Source: an optimization exercise on an open RTL-to-GDS flow (aim: small area, a short achievable clock period and few clock cycles). Production flows keep margins and buffers that such runs may drop. In this exercise RTL edits were held to simulation tests only and were not proved equivalent to the original. Power and IR drop assume default switching activity.

[design/flow/run.sh]
#!/bin/bash
# synth_recipe.tcl (not shown) runs the flow's synth.tcl, then flattens the netlist and writes it again
# the make line also repeats each setting of config.mk as NAME=value (left out here)
make -C /OpenROAD-flow-scripts/flow DESIGN_CONFIG=/design/flow/config.mk WORK_HOME=/design/flow/orfs CLKGATE_MAP_FILE= SYNTH_SCRIPT=/design/flow/synth_recipe.tcl finish
[design/flow/config.mk]
export PLATFORM = sky130hd
export DESIGN_NAME = Milestone_1
export DESIGN_NICKNAME = Milestone_1
export VERILOG_FILES = /design/flow/design.v
export SDC_FILE = /design/flow/constraint.sdc
export NUM_CORES = 4
export LEC_CHECK = 0
export CAP_MARGIN = 20
export CORE_MARGIN = 2
export CORE_UTILIZATION = 40
export PLACE_DENSITY = 0.6
export SLEW_MARGIN = 20
[design/flow/constraint.sdc]
create_clock -name core_clock -period 12.0 [get_ports {Clock_50}]
set_input_delay 2.4000 -clock core_clock [delete_from_list [all_inputs] [get_ports {Clock_50}]]
set_output_delay 2.4000 -clock core_clock [all_outputs]
set_load 0.01 [all_outputs]
[design/flow/design.v]
`timescale 1ns/100ps
`default_nettype none
module Milestone_1 (
		input logic Clock_50,
		input logic Resetn,
		input logic M1_Start,
		input logic [15:0] SRAM_read_data,
		output logic M1_Finish,
		output logic [15:0] M1_write_data,
		output logic [17:0] M1_address,
		output logic M1_we_n
);
typedef enum logic [4:0] {
	S_IDLE_M1,
	S_WAIT_NEW_PIXEL_ROW,
	S_LEAD_IN_DELAY_1,
	S_LEAD_IN_DELAY_2,
	S_LEAD_IN_DELAY_3,
	S_LEAD_IN_DELAY_4,
	S_LEAD_IN_DELAY_5,
	S_LEAD_IN_DELAY_6,
	S_LEAD_IN_DELAY_7,
	S_LEAD_IN_DELAY_8,
	S_CM_0,
	S_CM_1,
	S_CM_TEST_STATE,
	S_CM_2,
	S_CM_3,
	S_CM_4,
	S_CM_5,
	S_CM_6,
	S_CM_7,
	S_LEAD_OUT_0,
	S_M1_DONE
} M1_SRAM_state_type;
M1_SRAM_state_type M1_SRAM_state;
logic [15:0] u_segment_start;
logic [15:0] v_segment_start;
logic [17:0] rgb_segment_start;
logic [15:0] y_offset_counter;
logic [17:0] rgb_offset_counter;
logic [15:0] new_row_offset_counter;
logic left_lead_in;
logic [15:0] Y_reg;
logic [7:0] U_reg;
logic [7:0] V_reg;
logic [7:0] Y_reg_buf;
logic [31:0] Mult1_op_1, Mult1_op_2, Mult1_result;
logic [63:0] Mult1_result_long;
logic [31:0] Mult2_op_1, Mult2_op_2, Mult2_result;
logic [63:0] Mult2_result_long;
logic [31:0] Mult3_op_1, Mult3_op_2, Mult3_result;
logic [63:0] Mult3_result_long;
logic [17:0] CC_a;
logic [17:0] CC_b;
logic [17:0] CC_c;
logic [17:0] CC_d;
logic [17:0] CC_e;
logic [31:0] CC_even_Y_a;
logic [31:0] CC_even_U_b;
logic [31:0] CC_even_V_c;
logic [31:0] CC_even_U_d;
logic [31:0] CC_even_V_e;
logic [31:0] CC_odd_Y_a;
logic [31:0] CC_odd_U_b;
logic [31:0] CC_odd_V_c;
logic [31:0] CC_odd_U_d;
logic [31:0] CC_odd_V_e;
logic [15:0] int_addr_u1;
logic [15:0] int_addr_u2;
logic [15:0] int_addr_u3;
logic [15:0] int_addr_v1;
logic [15:0] int_addr_v2;
logic [15:0] int_addr_v3;
logic [31:0] int_mult_u1_odd;
logic [31:0] int_mult_u2_odd;
logic [31:0] int_mult_u3_odd;
logic [31:0] int_mult_v1_odd;
logic [31:0] int_mult_v2_odd;
logic [31:0] int_mult_v3_odd;
logic [31:0] int_acc_u_odd;
logic [31:0] int_acc_v_odd;
logic [31:0] CC_acc_R_even;
logic [31:0] CC_acc_G_even;
logic [31:0] CC_acc_B_even;
logic [31:0] CC_acc_R_odd;
logic [31:0] CC_acc_G_odd;
logic [31:0] CC_acc_B_odd;
logic [31:0] reg_16a;
logic [31:0] reg_128c;
logic [31:0] reg_128b;
logic [31:0] reg_128e;
logic [31:0] reg_128d;
logic [7:0] int_shift_reg_u [5:0];
logic [7:0] int_shift_reg_v [5:0];
always_ff @ (posedge Clock_50 or negedge Resetn) begin
	if (Resetn == 1'b0) begin
		M1_SRAM_state <= S_IDLE_M1;			
		M1_we_n <= 1'b1;
		M1_Finish <= 1'b0;
		M1_write_data <= 16'd0;
		M1_address <= 18'd0;
		u_segment_start <= 16'd38400;
		v_segment_start <= 16'd57600;
		rgb_segment_start <= 18'd146944;
		y_offset_counter <= 16'd0;
		rgb_offset_counter <= 18'd0;
		new_row_offset_counter <= 16'd0;
		Y_reg <= 16'd0;
		Y_reg_buf <= 8'd0;
		U_reg <= 8'd0;
		V_reg <= 8'd0;
		left_lead_in <= 1'b1;
		CC_a <= 18'd76284;
		CC_b <= -18'd25624;
		CC_c <= 18'd104595;
		CC_d <= 18'd132251;
		CC_e <= -18'd53281;
		Mult1_op_1 <= 32'd0;
		Mult1_op_2 <= 32'd0;
		Mult2_op_1 <= 32'd0;
		Mult2_op_2 <= 32'd0;
		Mult3_op_1 <= 32'd0;
		Mult3_op_2 <= 32'd0;
		CC_even_Y_a <= 32'd0;
		CC_even_U_b <= 32'd0;
		CC_even_V_c <= 32'd0;
		CC_even_U_d <= 32'd0;
		CC_even_V_e <= 32'd0;
		CC_odd_Y_a <= 32'd0;
		CC_odd_U_b <= 32'd0;
		CC_odd_V_c <= 32'd0;
		CC_odd_U_d <= 32'd0;
		CC_odd_V_e <= 32'd0;
		int_addr_u1 <= 16'd0;
		int_addr_u2 <= 16'd0;
		int_addr_u3 <= 16'd0;
		int_addr_v1 <= 16'd0;
		int_addr_v2 <= 16'd0;
		int_addr_v3 <= 16'd0;
		int_mult_u1_odd <= 32'd0;
		int_mult_u2_odd <= 32'd0;
		int_mult_u3_odd <= 32'd0;
		int_mult_v1_odd <= 32'd0;
		int_mult_v2_odd <= 32'd0;
		int_mult_v3_odd <= 32'd0;
		int_acc_u_odd <= 32'd0;
		int_acc_v_odd <= 32'd0;
		CC_acc_R_even <= 32'd0;
		CC_acc_G_even <= 32'd0;
		CC_acc_B_even <= 32'd0;
		CC_acc_R_odd <= 32'd0;
		CC_acc_G_odd <= 32'd0;
		CC_acc_B_odd <= 32'd0;
		reg_128c <= 32'd13388160;
		reg_16a <= 32'd1220544;
		reg_128b <= 32'd3279872;
		reg_128e <= 32'd6819968;
		reg_128d <= 32'd16928128;
		int_shift_reg_u[5] <= 8'd0;
		int_shift_reg_u[4] <= 8'd0;
		int_shift_reg_u[3] <= 8'd0;
		int_shift_reg_u[2] <= 8'd0;
		int_shift_reg_u[1] <= 8'd0;
		int_shift_reg_u[0] <= 8'd0;
		int_shift_reg_v[5] <= 8'd0;
		int_shift_reg_v[4] <= 8'd0;
		int_shift_reg_v[3] <= 8'd0;
		int_shift_reg_v[2] <= 8'd0;
		int_shift_reg_v[1] <= 8'd0;
		int_shift_reg_v[0] <= 8'd0;
	end else begin
		case (M1_SRAM_state)
			S_IDLE_M1: begin
				if (M1_Start == 1'b0) begin
					M1_SRAM_state <= S_IDLE_M1;
				end else begin
					M1_SRAM_state <= S_WAIT_NEW_PIXEL_ROW;
				end
			end
			S_WAIT_NEW_PIXEL_ROW: begin
				if (y_offset_counter == 16'd38400) begin
					M1_we_n <= 1'b1;
					M1_Finish <= 1'b0;
					M1_write_data <= 16'd0;
					M1_address <= 18'd0;
					u_segment_start <= 16'd38400;
					v_segment_start <= 16'd57600;
					rgb_segment_start <= 18'd146944;
					y_offset_counter <= 16'd0;
					rgb_offset_counter <= 18'd0;
					new_row_offset_counter <= 16'd0;
					Y_reg <= 16'd0;
					Y_reg_buf <= 8'd0;
					U_reg <= 8'd0;
					V_reg <= 8'd0;
					left_lead_in <= 1'b1;
					CC_a <= 18'd76284;
					CC_b <= 18'd25624;
					CC_c <= 18'd104595;
					CC_d <= 18'd132251;
					CC_e <= 18'd53281;
					Mult1_op_1 <= 32'd0;
					Mult1_op_2 <= 32'd0;
					Mult2_op_1 <= 32'd0;
					Mult2_op_2 <= 32'd0;
					Mult3_op_1 <= 32'd0;
					Mult3_op_2 <= 32'd0;
					CC_even_Y_a <= 32'd0;
					CC_even_U_b <= 32'd0;
					CC_even_V_c <= 32'd0;
					CC_even_U_d <= 32'd0;
					CC_even_V_e <= 32'd0;
					CC_odd_Y_a <= 32'd0;
					CC_odd_U_b <= 32'd0;
					CC_odd_V_c <= 32'd0;
					CC_odd_U_d <= 32'd0;
					CC_odd_V_e <= 32'd0;
					int_addr_u1 <= 16'd0;
					int_addr_u2 <= 16'd0;
					int_addr_u3 <= 16'd0;
					int_addr_v1 <= 16'd0;
					int_addr_v2 <= 16'd0;
					int_addr_v3 <= 16'd0;
					int_mult_u1_odd <= 32'd0;
					int_mult_u2_odd <= 32'd0;
					int_mult_u3_odd <= 32'd0;
					int_mult_v1_odd <= 32'd0;
					int_mult_v2_odd <= 32'd0;
					int_mult_v3_odd <= 32'd0;
					int_acc_u_odd <= 32'd0;
					int_acc_v_odd <= 32'd0;
					CC_acc_R_even <= 32'd0;
					CC_acc_G_even <= 32'd0;
					CC_acc_B_even <= 32'd0;
					CC_acc_R_odd <= 32'd0;
					CC_acc_G_odd <= 32'd0;
					CC_acc_B_odd <= 32'd0;
					reg_128c <= 32'd13388160;
					reg_16a <= 32'd1220544;
					reg_128b <= 32'd3279872;
					reg_128e <= 32'd6819968;
					reg_128d <= 32'd16928128;
					int_shift_reg_u[5] <= 8'd0;
					int_shift_reg_u[4] <= 8'd0;
					int_shift_reg_u[3] <= 8'd0;
					int_shift_reg_u[2] <= 8'd0;
					int_shift_reg_u[1] <= 8'd0;
					int_shift_reg_u[0] <= 8'd0;
					int_shift_reg_v[5] <= 8'd0;
					int_shift_reg_v[4] <= 8'd0;
					int_shift_reg_v[3] <= 8'd0;
					int_shift_reg_v[2] <= 8'd0;
					int_shift_reg_v[1] <= 8'd0;
					int_shift_reg_v[0] <= 8'd0;
					M1_SRAM_state <= S_M1_DONE;
				end else begin
					new_row_offset_counter <= 16'd0;
					int_acc_u_odd <= 32'd0;
					int_acc_v_odd <= 32'd0;
					CC_acc_R_even <= 32'd0;
					CC_acc_G_even <= 32'd0;
					CC_acc_B_even <= 32'd0;
					CC_acc_R_odd <= 32'd0;
					CC_acc_G_odd <= 32'd0;
					CC_acc_B_odd <= 32'd0;
					Mult1_op_1 <= 32'd0;
					Mult1_op_2 <= 32'd0;
					Mult2_op_1 <= 32'd0;
					Mult2_op_2 <= 32'd0;
					Mult3_op_1 <= 32'd0;
					Mult3_op_2 <= 32'd0;
					CC_even_Y_a <= 32'd0;
					CC_even_U_b <= 32'd0;
					CC_even_V_c <= 32'd0;
					CC_even_U_d <= 32'd0;
					CC_even_V_e <= 32'd0;
					CC_odd_Y_a <= 32'd0;
					CC_odd_U_b <= 32'd0;
					CC_odd_V_c <= 32'd0;
					CC_odd_U_d <= 32'd0;
					CC_odd_V_e <= 32'd0;
					Y_reg <= 16'd0;
					Y_reg_buf <= 8'd0;
					U_reg <= 8'd0;
					V_reg <= 8'd0;
					M1_write_data <= 16'd0;
					M1_address <= 18'd0;
					M1_SRAM_state <= S_LEAD_IN_DELAY_1;
				end
				M1_we_n <= 1'b1;
			end
			S_LEAD_IN_DELAY_1: begin  
				M1_address <= y_offset_counter;
				M1_SRAM_state <= S_LEAD_IN_DELAY_2;
			end
			S_LEAD_IN_DELAY_2: begin  
				M1_address <= u_segment_start + (y_offset_counter >> 1);
				M1_SRAM_state <= S_LEAD_IN_DELAY_3;
			end
			S_LEAD_IN_DELAY_3: begin  
				M1_address <= v_segment_start + (y_offset_counter >> 1);
				y_offset_counter <= y_offset_counter + 16'd1;
				new_row_offset_counter <= new_row_offset_counter + 16'd1;
				M1_SRAM_state <= S_LEAD_IN_DELAY_4;
			end
			S_LEAD_IN_DELAY_4: begin  
				M1_address <= u_segment_start + (y_offset_counter >> 1) + 18'd1;
				Y_reg <= SRAM_read_data;
				M1_SRAM_state <= S_LEAD_IN_DELAY_5;
			end
			S_LEAD_IN_DELAY_5: begin  
				M1_address <= v_segment_start + (y_offset_counter >> 1) + 18'd1;
				U_reg <= SRAM_read_data[15:8];
				int_shift_reg_u[5] <= SRAM_read_data[15:8];  
				int_shift_reg_u[4] <= SRAM_read_data[15:8];
				int_shift_reg_u[3] <= SRAM_read_data[15:8];
				int_shift_reg_u[2] <= SRAM_read_data[7:0];
				int_shift_reg_u[1] <= SRAM_read_data[15:8];
				int_shift_reg_u[0] <= SRAM_read_data[15:8];  
				M1_SRAM_state <= S_LEAD_IN_DELAY_6;
			end
			S_LEAD_IN_DELAY_6: begin  
				V_reg <= SRAM_read_data[15:8];
				int_shift_reg_v[5] <= SRAM_read_data[15:8];  
				int_shift_reg_v[4] <= SRAM_read_data[15:8];
				int_shift_reg_v[3] <= SRAM_read_data[15:8];
				int_shift_reg_v[2] <= SRAM_read_data[7:0];
				int_shift_reg_v[1] <= SRAM_read_data[15:8];
				int_shift_reg_v[0] <= SRAM_read_data[15:8];  
				M1_SRAM_state <= S_LEAD_IN_DELAY_7;
			end
			S_LEAD_IN_DELAY_7: begin  
				int_shift_reg_u[1] <= SRAM_read_data[15:8];
				int_shift_reg_u[0] <= SRAM_read_data[7:0];  
				M1_SRAM_state <= S_LEAD_IN_DELAY_8;
			end
			S_LEAD_IN_DELAY_8: begin  
				int_shift_reg_v[1] <= SRAM_read_data[15:8];
				int_shift_reg_v[0] <= SRAM_read_data[7:0];  
				left_lead_in <= 1'b1;
				M1_SRAM_state <= S_CM_0;
			end
			S_CM_0: begin  
				M1_address <= y_offset_counter;
				M1_we_n <= 1'b1;
				M1_SRAM_state <= S_CM_1;
			end
			S_CM_1: begin  
				if (new_row_offset_counter >= 16'd157 && new_row_offset_counter <= 16'd160) begin
					if (new_row_offset_counter == 16'd157) begin
						if (y_offset_counter[0] == 1'b1) begin  
							M1_address <= u_segment_start + ((y_offset_counter >> 1) + 18'd1);  
						end else begin  
							M1_address <= u_segment_start + ((y_offset_counter >> 1) + 18'd1);  
						end
					end else begin
						if (y_offset_counter[0] == 1'b1) begin  
							M1_address <= u_segment_start + ((y_offset_counter >> 1));  
						end else begin  
							M1_address <= u_segment_start + ((y_offset_counter >> 1));  
						end
					end
				end else begin
					if (y_offset_counter[0] == 1'b1) begin  
						M1_address <= u_segment_start + ((y_offset_counter >> 1) + 18'd2);  
					end else begin  
						M1_address <= u_segment_start + ((y_offset_counter >> 1) + 18'd1);  
					end
				end
				Mult1_op_1 <= Y_reg[15:8];
				Mult1_op_2 <= CC_a;
				Mult2_op_1 <= V_reg;
				Mult2_op_2 <= CC_c;
				Mult3_op_1 <= U_reg;
				Mult3_op_2 <= $signed(CC_b);
				int_addr_u1 <= int_shift_reg_u[5] + int_shift_reg_u[0];
				int_addr_u2 <= int_shift_reg_u[4] + int_shift_reg_u[1];
				int_addr_u3 <= int_shift_reg_u[3] + int_shift_reg_u[2];
				M1_SRAM_state <= S_CM_2;
			end
			S_CM_2: begin  
				CC_even_Y_a <= Mult1_result;  
				CC_even_V_c <= Mult2_result;
				CC_even_U_b <= Mult3_result;
				if (new_row_offset_counter >= 16'd157 && new_row_offset_counter <= 16'd160) begin
					if (new_row_offset_counter == 16'd157) begin
						if (y_offset_counter[0] == 1'b1) begin  
							M1_address <= v_segment_start + ((y_offset_counter >> 1) + 18'd1);  
						end else begin  
							M1_address <= v_segment_start + ((y_offset_counter >> 1) + 18'd1);  
						end
					end else begin
						if (y_offset_counter[0] == 1'b1) begin  
							M1_address <= v_segment_start + ((y_offset_counter >> 1));  
						end else begin  
							M1_address <= v_segment_start + ((y_offset_counter >> 1));  
						end
					end
				end else begin
					if (y_offset_counter[0] == 1'b1) begin  
						M1_address <= v_segment_start + ((y_offset_counter >> 1) + 18'd2);  
					end else begin  
						M1_address <= v_segment_start + ((y_offset_counter >> 1) + 18'd1);  
					end
				end
				int_addr_v1 <= int_shift_reg_v[5] + int_shift_reg_v[0];
				int_addr_v2 <= int_shift_reg_v[4] + int_shift_reg_v[1];
				int_addr_v3 <= int_shift_reg_v[3] + int_shift_reg_v[2];
				Mult1_op_1 <= 32'd21;
				Mult1_op_2 <= int_addr_u1;
				Mult2_op_1 <= 32'd52;
				Mult2_op_2 <= int_addr_u2;
				Mult3_op_1 <= 32'd159;
				Mult3_op_2 <= int_addr_u3;
				int_acc_u_odd <= 32'd128;
				M1_SRAM_state <= S_CM_3;
			end
			S_CM_3: begin  
				if (y_offset_counter[0] == 1'b1) begin  
					M1_address <= u_segment_start + ((y_offset_counter >> 1));  
				end else begin  
					M1_address <= u_segment_start + ((y_offset_counter >> 1));  
				end
				Y_reg_buf <= Y_reg[7:0];
				Y_reg <= SRAM_read_data;
				Mult1_op_1 <= 32'd21;
				Mult1_op_2 <= int_addr_v1;
				Mult2_op_1 <= 32'd52;
				Mult2_op_2 <= int_addr_v2;
				Mult3_op_1 <= 32'd159;
				Mult3_op_2 <= int_addr_v3;
				int_acc_u_odd <= ((int_acc_u_odd + Mult1_result - Mult2_result + Mult3_result) >> 8);
				int_acc_v_odd <= 32'd128;
				M1_SRAM_state <= S_CM_4;
			end
			S_CM_4: begin  
				if (y_offset_counter[0] == 1'b1) begin  
					M1_address <= v_segment_start + ((y_offset_counter >> 1));  
				end else begin  
					M1_address <= v_segment_start + ((y_offset_counter >> 1));  
				end
				if (new_row_offset_counter >= 16'd157 && new_row_offset_counter <= 16'd160) begin
					if (y_offset_counter[0] == 1'b1) begin
						int_shift_reg_u[5] <= int_shift_reg_u[4];
						int_shift_reg_u[4] <= int_shift_reg_u[3];
						int_shift_reg_u[3] <= int_shift_reg_u[2];
						int_shift_reg_u[2] <= int_shift_reg_u[1];
						int_shift_reg_u[1] <= int_shift_reg_u[0];
						int_shift_reg_u[0] <= SRAM_read_data[7:0];  
					end else begin
						int_shift_reg_u[5] <= int_shift_reg_u[4];
						int_shift_reg_u[4] <= int_shift_reg_u[3];
						int_shift_reg_u[3] <= int_shift_reg_u[2];
						int_shift_reg_u[2] <= int_shift_reg_u[1];
						int_shift_reg_u[1] <= int_shift_reg_u[0];
						int_shift_reg_u[0] <= SRAM_read_data[7:0];  
					end
				end else begin
					if (y_offset_counter[0] == 1'b1) begin
						int_shift_reg_u[5] <= int_shift_reg_u[4];
						int_shift_reg_u[4] <= int_shift_reg_u[3];
						int_shift_reg_u[3] <= int_shift_reg_u[2];
						int_shift_reg_u[2] <= int_shift_reg_u[1];
						int_shift_reg_u[1] <= int_shift_reg_u[0];
						int_shift_reg_u[0] <= SRAM_read_data[15:8];  
					end else begin
						int_shift_reg_u[5] <= int_shift_reg_u[4];
						int_shift_reg_u[4] <= int_shift_reg_u[3];
						int_shift_reg_u[3] <= int_shift_reg_u[2];
						int_shift_reg_u[2] <= int_shift_reg_u[1];
						int_shift_reg_u[1] <= int_shift_reg_u[0];
						int_shift_reg_u[0] <= SRAM_read_data[7:0];  
					end
				end
				Mult1_op_1 <= V_reg;
				Mult1_op_2 <= $signed(CC_e);
				Mult2_op_1 <= U_reg;
				Mult2_op_2 <= CC_d;
				Mult3_op_1 <= int_acc_u_odd;
				Mult3_op_2 <= CC_d;
				int_acc_v_odd <= ((int_acc_v_odd + Mult1_result - Mult2_result + Mult3_result) >> 8);
				CC_acc_R_even <= ($signed(CC_even_Y_a - reg_16a + CC_even_V_c - reg_128c) >>> 16);
				M1_SRAM_state <= S_CM_5;
			end
			S_CM_5: begin  
				CC_even_U_d <= Mult2_result;
				CC_odd_U_d <= Mult3_result;
				if (left_lead_in == 1'b0) begin
					M1_address <= rgb_segment_start + rgb_offset_counter;
					M1_we_n <= 1'b0;
					if (CC_acc_B_odd[31] == 1'b1 || CC_acc_G_odd[31] == 1'b1) begin  
						if (CC_acc_B_odd[31] == 1'b1 && CC_acc_G_odd[31] == 1'b1) begin
							M1_write_data <= {8'd0, 8'd0};
						end
						if (CC_acc_B_odd[31] == 1'b1 && CC_acc_G_odd[31] == 1'b0 && CC_acc_G_odd <= 32'd255) begin
							M1_write_data <= {CC_acc_G_odd[7:0], 8'd0};
						end
						if (CC_acc_B_odd[31] == 1'b1 && CC_acc_G_odd[31] == 1'b0 && CC_acc_G_odd > 32'd255) begin
							M1_write_data <= {8'd255, 8'd0};
						end
						if (CC_acc_B_odd[31] == 1'b0 && CC_acc_G_odd[31] == 1'b1 && CC_acc_B_odd <= 32'd255) begin
							M1_write_data <= {8'd0, CC_acc_B_odd[7:0]};
						end
						if (CC_acc_B_odd[31] == 1'b0 && CC_acc_G_odd[31] == 1'b1 && CC_acc_B_odd > 32'd255) begin
							M1_write_data <= {8'd0, 8'd255};
						end
					end else begin
						if (CC_acc_B_odd > 32'd255 || CC_acc_G_odd > 32'd255) begin  
							if (CC_acc_B_odd > 32'd255 && CC_acc_G_odd > 32'd255) begin
								M1_write_data <= {8'd255, 8'd255};
							end
							if (CC_acc_B_odd > 32'd255 && CC_acc_G_odd <= 32'd255) begin
								M1_write_data <= {CC_acc_G_odd[7:0], 8'd255};
							end
							if (CC_acc_B_odd <= 32'd255 && CC_acc_G_odd > 32'd255) begin
								M1_write_data <= {8'd255, CC_acc_B_odd[7:0]};
							end
						end else begin
							M1_write_data <= {CC_acc_G_odd[7:0], CC_acc_B_odd[7:0]};  
						end
					end
					rgb_offset_counter <= rgb_offset_counter + 18'd1;
				end
				if (new_row_offset_counter >= 16'd157 && new_row_offset_counter <= 16'd160) begin
					if (y_offset_counter[0] == 1'b1) begin
						int_shift_reg_v[5] <= int_shift_reg_v[4];
						int_shift_reg_v[4] <= int_shift_reg_v[3];
						int_shift_reg_v[3] <= int_shift_reg_v[2];
						int_shift_reg_v[2] <= int_shift_reg_v[1];
						int_shift_reg_v[1] <= int_shift_reg_v[0];
						int_shift_reg_v[0] <= SRAM_read_data[7:0];  
					end else begin
						int_shift_reg_v[5] <= int_shift_reg_v[4];
						int_shift_reg_v[4] <= int_shift_reg_v[3];
						int_shift_reg_v[3] <= int_shift_reg_v[2];
						int_shift_reg_v[2] <= int_shift_reg_v[1];
						int_shift_reg_v[1] <= int_shift_reg_v[0];
						int_shift_reg_v[0] <= SRAM_read_data[7:0];  
					end
				end else begin
					if (y_offset_counter[0] == 1'b1) begin
						int_shift_reg_v[5] <= int_shift_reg_v[4];
						int_shift_reg_v[4] <= int_shift_reg_v[3];
						int_shift_reg_v[3] <= int_shift_reg_v[2];
						int_shift_reg_v[2] <= int_shift_reg_v[1];
						int_shift_reg_v[1] <= int_shift_reg_v[0];
						int_shift_reg_v[0] <= SRAM_read_data[15:8];  
					end else begin
						int_shift_reg_v[5] <= int_shift_reg_v[4];
						int_shift_reg_v[4] <= int_shift_reg_v[3];
						int_shift_reg_v[3] <= int_shift_reg_v[2];
						int_shift_reg_v[2] <= int_shift_reg_v[1];
						int_shift_reg_v[1] <= int_shift_reg_v[0];
						int_shift_reg_v[0] <= SRAM_read_data[7:0];  
					end
				end
				Mult1_op_1 <= Y_reg_buf;
				Mult1_op_2 <= CC_a;
				Mult2_op_1 <= int_acc_v_odd;
				Mult2_op_2 <= CC_c;
				Mult3_op_1 <= int_acc_u_odd;
				Mult3_op_2 <= $signed(CC_b);
				CC_acc_G_even <= ($signed(CC_even_Y_a - reg_16a + CC_even_U_b + reg_128b + Mult1_result + reg_128e) >>> 16);
				M1_SRAM_state <= S_CM_6;
			end
			S_CM_6: begin  
				CC_odd_Y_a <= Mult1_result;
				CC_odd_U_b <= Mult3_result;
				M1_address <= rgb_segment_start + rgb_offset_counter;
				M1_we_n <= 1'b0;
				if (CC_acc_G_even[31] == 1'b1 || CC_acc_R_even[31] == 1'b1) begin  
					if (CC_acc_G_even[31] == 1'b1 && CC_acc_R_even[31] == 1'b1) begin
						M1_write_data <= {8'd0, 8'd0};
					end
					if (CC_acc_G_even[31] == 1'b1 && CC_acc_R_even[31] == 1'b0 && CC_acc_R_even <= 32'd255) begin
						M1_write_data <= {CC_acc_R_even[7:0], 8'd0};
					end
					if (CC_acc_G_even[31] == 1'b1 && CC_acc_R_even[31] == 1'b0 && CC_acc_R_even > 32'd255) begin
						M1_write_data <= {8'd255, 8'd0};
					end
					if (CC_acc_G_even[31] == 1'b0 && CC_acc_R_even[31] == 1'b1 && CC_acc_G_even <= 32'd255) begin
						M1_write_data <= {8'd0, CC_acc_G_even[7:0]};
					end
					if (CC_acc_G_even[31] == 1'b0 && CC_acc_R_even[31] == 1'b1 && CC_acc_G_even > 32'd255) begin
						M1_write_data <= {8'd0, 8'd255};
					end
				end else begin
					if (CC_acc_G_even > 32'd255 || CC_acc_R_even > 32'd255) begin  
						if (CC_acc_G_even > 32'd255 && CC_acc_R_even > 32'd255) begin
							M1_write_data <= {8'd255, 8'd255};
						end
						if (CC_acc_G_even > 32'd255 && CC_acc_R_even <= 32'd255) begin
							M1_write_data <= {CC_acc_R_even[7:0], 8'd255};
						end
						if (CC_acc_G_even <= 32'd255 && CC_acc_R_even > 32'd255) begin
							M1_write_data <= {8'd255, CC_acc_G_even[7:0]};
						end
					end else begin
						M1_write_data <= {CC_acc_R_even[7:0], CC_acc_G_even[7:0]};  
					end
				end
				rgb_offset_counter <= rgb_offset_counter + 18'd1;
				if (y_offset_counter[0] == 1'b1) begin  
					U_reg <= SRAM_read_data[7:0];  
				end else begin  
					U_reg <= SRAM_read_data[15:8];  
				end
				Mult1_op_1 <= int_acc_v_odd;
				Mult1_op_2 <= $signed(CC_e);
				CC_acc_R_odd <= ($signed(Mult1_result - reg_16a + Mult2_result - reg_128c) >>> 16);
				CC_acc_B_even <= ($signed(CC_even_Y_a - reg_16a + CC_even_U_d - reg_128d) >>> 16);
				CC_acc_B_odd <= ($signed(Mult1_result - reg_16a + CC_odd_U_d - reg_128d) >>> 16);
				left_lead_in <= 1'b0;  
				M1_SRAM_state <= S_CM_7;
			end
			S_CM_7: begin  
				M1_address <= rgb_segment_start + rgb_offset_counter;
				if (CC_acc_R_odd[31] == 1'b1 || CC_acc_B_even[31] == 1'b1) begin  
					if (CC_acc_R_odd[31] == 1'b1 && CC_acc_B_even[31] == 1'b1) begin
						M1_write_data <= {8'd0, 8'd0};
					end
					if (CC_acc_R_odd[31] == 1'b1 && CC_acc_B_even[31] == 1'b0 && CC_acc_B_even <= 32'd255) begin
						M1_write_data <= {CC_acc_B_even[7:0], 8'd0};
					end
					if (CC_acc_R_odd[31] == 1'b1 && CC_acc_B_even[31] == 1'b0 && CC_acc_B_even > 32'd255) begin
						M1_write_data <= {8'd255, 8'd0};
					end
					if (CC_acc_R_odd[31] == 1'b0 && CC_acc_B_even[31] == 1'b1 && CC_acc_R_odd <= 32'd255) begin
						M1_write_data <= {8'd0, CC_acc_R_odd[7:0]};
					end
					if (CC_acc_R_odd[31] == 1'b0 && CC_acc_B_even[31] == 1'b1 && CC_acc_R_odd > 32'd255) begin
						M1_write_data <= {8'd0, 8'd255};
					end
				end else begin
					if (CC_acc_R_odd > 32'd255 || CC_acc_B_even > 32'd255) begin  
						if (CC_acc_R_odd > 32'd255 && CC_acc_B_even > 32'd255) begin
							M1_write_data <= {8'd255, 8'd255};
						end
						if (CC_acc_R_odd > 32'd255 && CC_acc_B_even <= 32'd255) begin
							M1_write_data <= {CC_acc_B_even[7:0], 8'd255};
						end
						if (CC_acc_R_odd <= 32'd255 && CC_acc_B_even > 32'd255) begin
							M1_write_data <= {8'd255, CC_acc_R_odd[7:0]};
						end
					end else begin
						M1_write_data <= {CC_acc_B_even[7:0], CC_acc_R_odd[7:0]};  
					end
				end
				rgb_offset_counter <= rgb_offset_counter + 18'd1;
				if (y_offset_counter[0] == 1'b1) begin  
					V_reg <= SRAM_read_data[7:0];  
				end else begin  
					V_reg <= SRAM_read_data[15:8];  
				end
				CC_acc_G_odd <= ($signed(CC_odd_Y_a - reg_16a + CC_odd_U_b + reg_128b + Mult1_result + reg_128e) >>> 16);
				y_offset_counter <= y_offset_counter + 16'd1;
				new_row_offset_counter <= new_row_offset_counter + 16'd1;
				if (new_row_offset_counter == 16'd160) begin 
					M1_SRAM_state <= S_LEAD_OUT_0;  
				end else begin
					M1_SRAM_state <= S_CM_0;  
				end
			end
			S_LEAD_OUT_0: begin
				M1_address <= rgb_segment_start + rgb_offset_counter;
				if (CC_acc_B_odd[31] == 1'b1 || CC_acc_G_odd[31] == 1'b1) begin  
					if (CC_acc_B_odd[31] == 1'b1 && CC_acc_G_odd[31] == 1'b1) begin
						M1_write_data <= {8'd0, 8'd0};
					end
					if (CC_acc_B_odd[31] == 1'b1 && CC_acc_G_odd[31] == 1'b0 && CC_acc_G_odd <= 32'd255) begin
						M1_write_data <= {CC_acc_G_odd[7:0], 8'd0};
					end
					if (CC_acc_B_odd[31] == 1'b1 && CC_acc_G_odd[31] == 1'b0 && CC_acc_G_odd > 32'd255) begin
						M1_write_data <= {8'd255, 8'd0};
					end
					if (CC_acc_B_odd[31] == 1'b0 && CC_acc_G_odd[31] == 1'b1 && CC_acc_B_odd <= 32'd255) begin
						M1_write_data <= {8'd0, CC_acc_B_odd[7:0]};
					end
					if (CC_acc_B_odd[31] == 1'b0 && CC_acc_G_odd[31] == 1'b1 && CC_acc_B_odd > 32'd255) begin
						M1_write_data <= {8'd0, 8'd255};
					end
				end else begin
					if (CC_acc_B_odd > 32'd255 || CC_acc_G_odd > 32'd255) begin  
						if (CC_acc_B_odd > 32'd255 && CC_acc_G_odd > 32'd255) begin
							M1_write_data <= {8'd255, 8'd255};
						end
						if (CC_acc_B_odd > 32'd255 && CC_acc_G_odd <= 32'd255) begin
							M1_write_data <= {CC_acc_G_odd[7:0], 8'd255};
						end
						if (CC_acc_B_odd <= 32'd255 && CC_acc_G_odd > 32'd255) begin
							M1_write_data <= {8'd255, CC_acc_B_odd[7:0]};
						end
					end else begin
						M1_write_data <= {CC_acc_G_odd[7:0], CC_acc_B_odd[7:0]};  
					end
				end
				rgb_offset_counter <= rgb_offset_counter + 18'd1;
				y_offset_counter <= y_offset_counter - 16'd1;
				M1_SRAM_state <= S_WAIT_NEW_PIXEL_ROW;
			end
			S_M1_DONE: begin
				M1_we_n <= 1'b1;
				M1_Finish <= 1'b1;
				M1_SRAM_state <= S_IDLE_M1;
			end
		default: M1_SRAM_state <= S_IDLE_M1;
		endcase
	end
end
assign Mult1_result_long = Mult1_op_1 * Mult1_op_2;
assign Mult1_result = Mult1_result_long[31:0];
assign Mult2_result_long = Mult2_op_1 * Mult2_op_2;
assign Mult2_result = Mult2_result_long[31:0];
assign Mult3_result_long = Mult3_op_1 * Mult3_op_2;
assign Mult3_result = Mult3_result_long[31:0];
endmodule
==> summary.json <==
{
  "place": {
    "gpl.final_weighted_congestion": 0.967,
    "io_buffers": 54,
    "placed_area_mm2": 0.0911,
    "detailed_place_hpwl_mm": 223
  },
  "final_layout": {
    "nNetsFinal": 11200,
    "share_of_post_route_cells_with_drive_strength_above_1_pct": 4.24,
    "reg.largest.list": "int_shift_reg_u (48), int_shift_reg_v (48)",
    "area_delta_synth_final_pct": 8.35,
    "final_cell_area_mm2": 0.0943
  },
  "routing": {
    "drt-pass1-iter-count": 10,
    "routed_wl_mm": 280,
    "viasPerCell": 5.52,
    "total_number_of_vias": 66600,
    "drcViolationCount": 0,
    "postRouteAntennaNets": 0,
    "drt-initial-drc-count": 5925,
    "wl_per_cell_um": 23.2
  },
  "pwr": {
    "ir_worst_vdd_v": 0.000525,
    "netSwitchingFraction_pct": 52.2,
    "power_report.internal_total_w": 0.0120,
    "pwr-share-comb_pct": 70.9,
    "total_switching_power_w": 0.0131,
    "p_leak_nw": 49.6,
    "pwr-share-seq_pct": 17.1,
    "p_per_area_mw_per_mm2": 266,
    "clkPwrFrac_pct": 12.1
  },
  "worst_setup_path": {
    "critical_path.slowest_cell": "sky130_fd_sc_hd__a2111oi_1",
    "critPathKind": "flop to flop",
    "critical_path.max_fanout": 19,
    "regToRegSetupSlack_ns": 0.71,
    "timing.critical_path.to_type": "flop",
    "worstRegToRegCells": 32,
    "r2r_start": "Mult3_op_2[30]",
    "startpoint_type": "flop",
    "required_ns": 12.59,
    "critPathMaxStageDelay_ns": 0.84,
    "arrival_ns": 11.88,
    "cp_common_cell": "sky130_fd_sc_hd__fa_1",
    "worst_r2r_endpoint": "int_acc_u_odd[19]"
  },
  "timing": {
    "fin_setup_tns_ns": 0,
    "unrepaired_setup_endpoints_after_global_routing": "false",
    "maxSlewViolCount": 0,
    "slew_headroom_pct": 18.7,
    "skew_ns": 0.0215,
    "timing.final.crit_period_ns": 11.29,
    "achievable-frequency_mhz": 88.6,
    "report.final.hold_viol_count": 0,
    "timing.final.setup_violations": 0,
    "min_period_over_period_pct": 94.1,
    "worst_slew_pin_slew_ns": 1.22
  },
  "grt": {
    "number_of_antenna_violations_at_the_first_check_in_global_routing": 11,
    "grt_start_max_net_pins": 154,
    "grt_util_met2_pct": 41.0,
    "busiest_layer": "met2",
    "global_route.usage.met1_pct": 34.4,
    "grt_overflow": 0,
    "globalRouteTotalUtil_pct": 25.3,
    "wire_length_of_the_first_global_routing_pass_mm": 431,
    "grt_pass1_vias": 69300,
    "grt_util_met3_pct": 3.68
  },
  "outcome": {
    "run_status": "finished clean"
  },
  "yosys": {
    "syn_nets": 11300,
    "synth_top_cells_by_area": "sky130_fd_sc_hd__fa_1, sky130_fd_sc_hd__dfrtp_1, sky130_fd_sc_hd__ha_1",
    "synth-seq-area-share_pct": 21.8,
    "post_synth_inst_count": 9220,
    "yosys_register_bits": 760,
    "avgSynthCellArea_um2": 9.44,
    "synth.yosys.warnings": 3,
    "yosys.area.top_type_share_pct": 25.0,
    "async_flop_share_pct": 100,
    "post_synth_instance_area_mm2": 0.0871,
    "synthFlopType": "sky130_fd_sc_hd__dfrtp_1",
    "synth_common_cells": "sky130_fd_sc_hd__inv_1, sky130_fd_sc_hd__fa_1, sky130_fd_sc_hd__ha_1",
    "synth-edff-count": 0,
    "netlist-cell-type-count": 92,
    "netlist.top_cell.by_area": "sky130_fd_sc_hd__fa_1",
    "synth_most_common_cell": "sky130_fd_sc_hd__inv_1"
  },
  "floorplanning": {
    "floorplan.io_pins": 55,
    "die_outline_area_mm2": 0.221,
    "start_util_pct": 40.2,
    "die_w_um": 471,
    "rows": 171,
    "dieHeight_um": 471,
    "core_area_mm2": 0.217
  },
  "min_path": {
    "holdPathEnd": "CC_acc_R_even[4]",
    "hold_path_startpoint": "CC_acc_R_even[4]",
    "timing.hold.worst_path_depth": 2,
    "worstHoldPathType": "flop to flop"
  },
  "clocking": {
    "tritoncts.num_buffers": 92,
    "worst_skew_pair.late_latency_ns": 0.71,
    "clock_tree.htree_level_count": 3,
    "tritoncts": "yes",
    "post_cts_hold_buffer_count": 0,
    "cts_resized": 0,
    "clkSlewWorstSetupHoldPaths_ns": 0.06,
    "clk_sink_count": 760,
    "cts_post_setup_buffers_inserted": 0,
    "clk_root_buf": "sky130_fd_sc_hd__clkbuf_16",
    "clk_path_buf_depth": 3
  },
  "run": {
    "maxCapViolCount": 0
  }
}
[how the worst max path moves through the flow]
stage | from | to | slack, ns | depth (start not counted)
after CTS | Mult3_op_2[30] | int_acc_u_odd[19] | 0.82 | 32
after global placement | Mult3_op_2[30] | int_acc_u_odd[22] | 0.97 | 32
after floorplan | Mult3_op_2[30] | int_acc_u_odd[19] | 2.24 | 34
final | Mult3_op_2[30] | int_acc_u_odd[19] | 0.71 | 32
after detailed placement | Mult3_op_2[30] | int_acc_u_odd[19] | 0.90 | 32
after global routing | Mult3_op_2[30] | int_acc_u_odd[19] | 0.09 | 35
[critical path: cells and delay by family (launching register included)]
| kind | cells | cell delay [ns] |
|---|---|---|
| fa+ha+maj | 12 | 5.17 |
| xor+xnor | 2 | 0.50 |
| buf+inv | 6 | 0.95 |
| flops | 1 | 0.41 |
| simple gates | 3 | 0.54 |
| compound gates | 9 | 3.55 |
[layout by cell type (no fill, tap or decap), types with 32 or more instances in the layout]
cell                              Yosys  routed
sky130_fd_sc_hd__inv_1             1604    1604
sky130_fd_sc_hd__fa_1              1089    1089
sky130_fd_sc_hd__ha_1               972     972
sky130_fd_sc_hd__nand2_1            956     952
sky130_fd_sc_hd__dfrtp_1            757     757
sky130_fd_sc_hd__o21ai_0            533     533
sky130_fd_sc_hd__and2_1             488     488
sky130_fd_sc_hd__xnor2_1            316     309
sky130_fd_sc_hd__a21oi_1            277     275
sky130_fd_sc_hd__nor2_1             224     216
sky130_fd_sc_hd__xor2_1             194     193
sky130_fd_sc_hd__a22o_1             175     175
sky130_fd_sc_hd__nand3_1            165     164
sky130_fd_sc_hd__a21o_1             150     150
sky130_fd_sc_hd__buf_4                0     141
sky130_fd_sc_hd__clkbuf_16            0      93
sky130_fd_sc_hd__a221o_1             70      70
sky130_fd_sc_hd__nor3_1              71      66
sky130_fd_sc_hd__o22ai_1             54      54
sky130_fd_sc_hd__a222oi_1            53      53
sky130_fd_sc_hd__clkdlybuf4s50_1      0      53
sky130_fd_sc_hd__nor2b_1             45      45
sky130_fd_sc_hd__o21a_1              44      44
sky130_fd_sc_hd__nand2b_1            45      44
sky130_fd_sc_hd__o21bai_1            42      42
sky130_fd_sc_hd__a221oi_1            37      37
sky130_fd_sc_hd__a22oi_1             35      35
sky130_fd_sc_hd__a31oi_1             34      34
sky130_fd_sc_hd__and3_1              34      32
[stage by stage]
stage / utilization, % / hold slack (ns) / worst slack [ns] / instances / power, W
finish: 43.5 / 0.475 / 0.711 / 12100 / 0.0251
global route: 43.5 / 0.508 / 0.0927 / 12100 / 0.0271
CTS: 43.5 / 0.480 / 0.824 / 12100 / 0.0248
detailed placement: 42.0 / 0.466 / 0.900 / 11900 / 0.0216
global placement: 42.0 / 0.459 / 0.975 / 11900 / 0.0214
floorplan: - / 0.443 / 2.24 / 9220 / 0.0161
[cells by family after synthesis]
group | synth area share [%]
AND/OR/NAND/NOR | 11.9
adder cells (fa/ha/maj) | 39.1
buffers and inverters | 8.57
AO/OA/AOI/OAI | 13.1
flip-flops | 21.8
XOR/XNOR | 5.21
multiplexers | 0.312
[layout make-up]
cell class	count	area, µm²
Clock inverter	45	559
Multi-Input combinational cell	6474	60800
Sequential cell	760	19000
Inverter	1606	6030
Tap cell	2854	3570
Timing Repair Buffer	201	1690
Antenna cell	2	5.00
Clock buffer	126	2630
Fill cell	20900	122000
[power groups by stage]
stage | sequential (W) | combinational (W) | clock (W)
CTS | 0.00425 | 0.0175 | 0.00306
finish | 0.00428 | 0.0178 | 0.00302
floorplan | 0.00367 | 0.0124 | 0
global placement | 0.00427 | 0.0171 | 0
global route | 0.00436 | 0.0196 | 0.00316
detailed placement | 0.00429 | 0.0173 | 0
[metal layers]
metal	wire (µm)	up-vias
met4	11200	6
met3	19100	491
met1	119000	33800
li1	-	29900
met5	41	-
met2	130000	2419
Testbench counts, summed over its fixed seeds: cycles 1,238,412.

==> what the ideal ports hide <==
The flow's constraints put no driver on any port. The routed layout listed below was extracted and timed again, unchanged, in two steps. Step 1 sets driving cells, clkbuf_16 on the clock port and buf_2 on the other inputs (assumed; they add their load-dependent delay and slew). Step 2 adds t to the input delays and takes it off the output delays; t is the mean of the earliest and latest rising clock arrival at the registers after step 1. Input paths then give back, and output paths get back, about the clock's delay inside the block. a / b / c = ideal / step 1 / step 2; a / b = the first two.
t, ns: 0.788
setup WS [ns]: 0.711 / 0.711 / 0.711
clock arrival spread, ns: 0.022 / 0.022
After both steps setup and hold are still met in this run. The setup slack of this run moves by 0.000 ns with the drivers and by 0.000 ns with both steps.
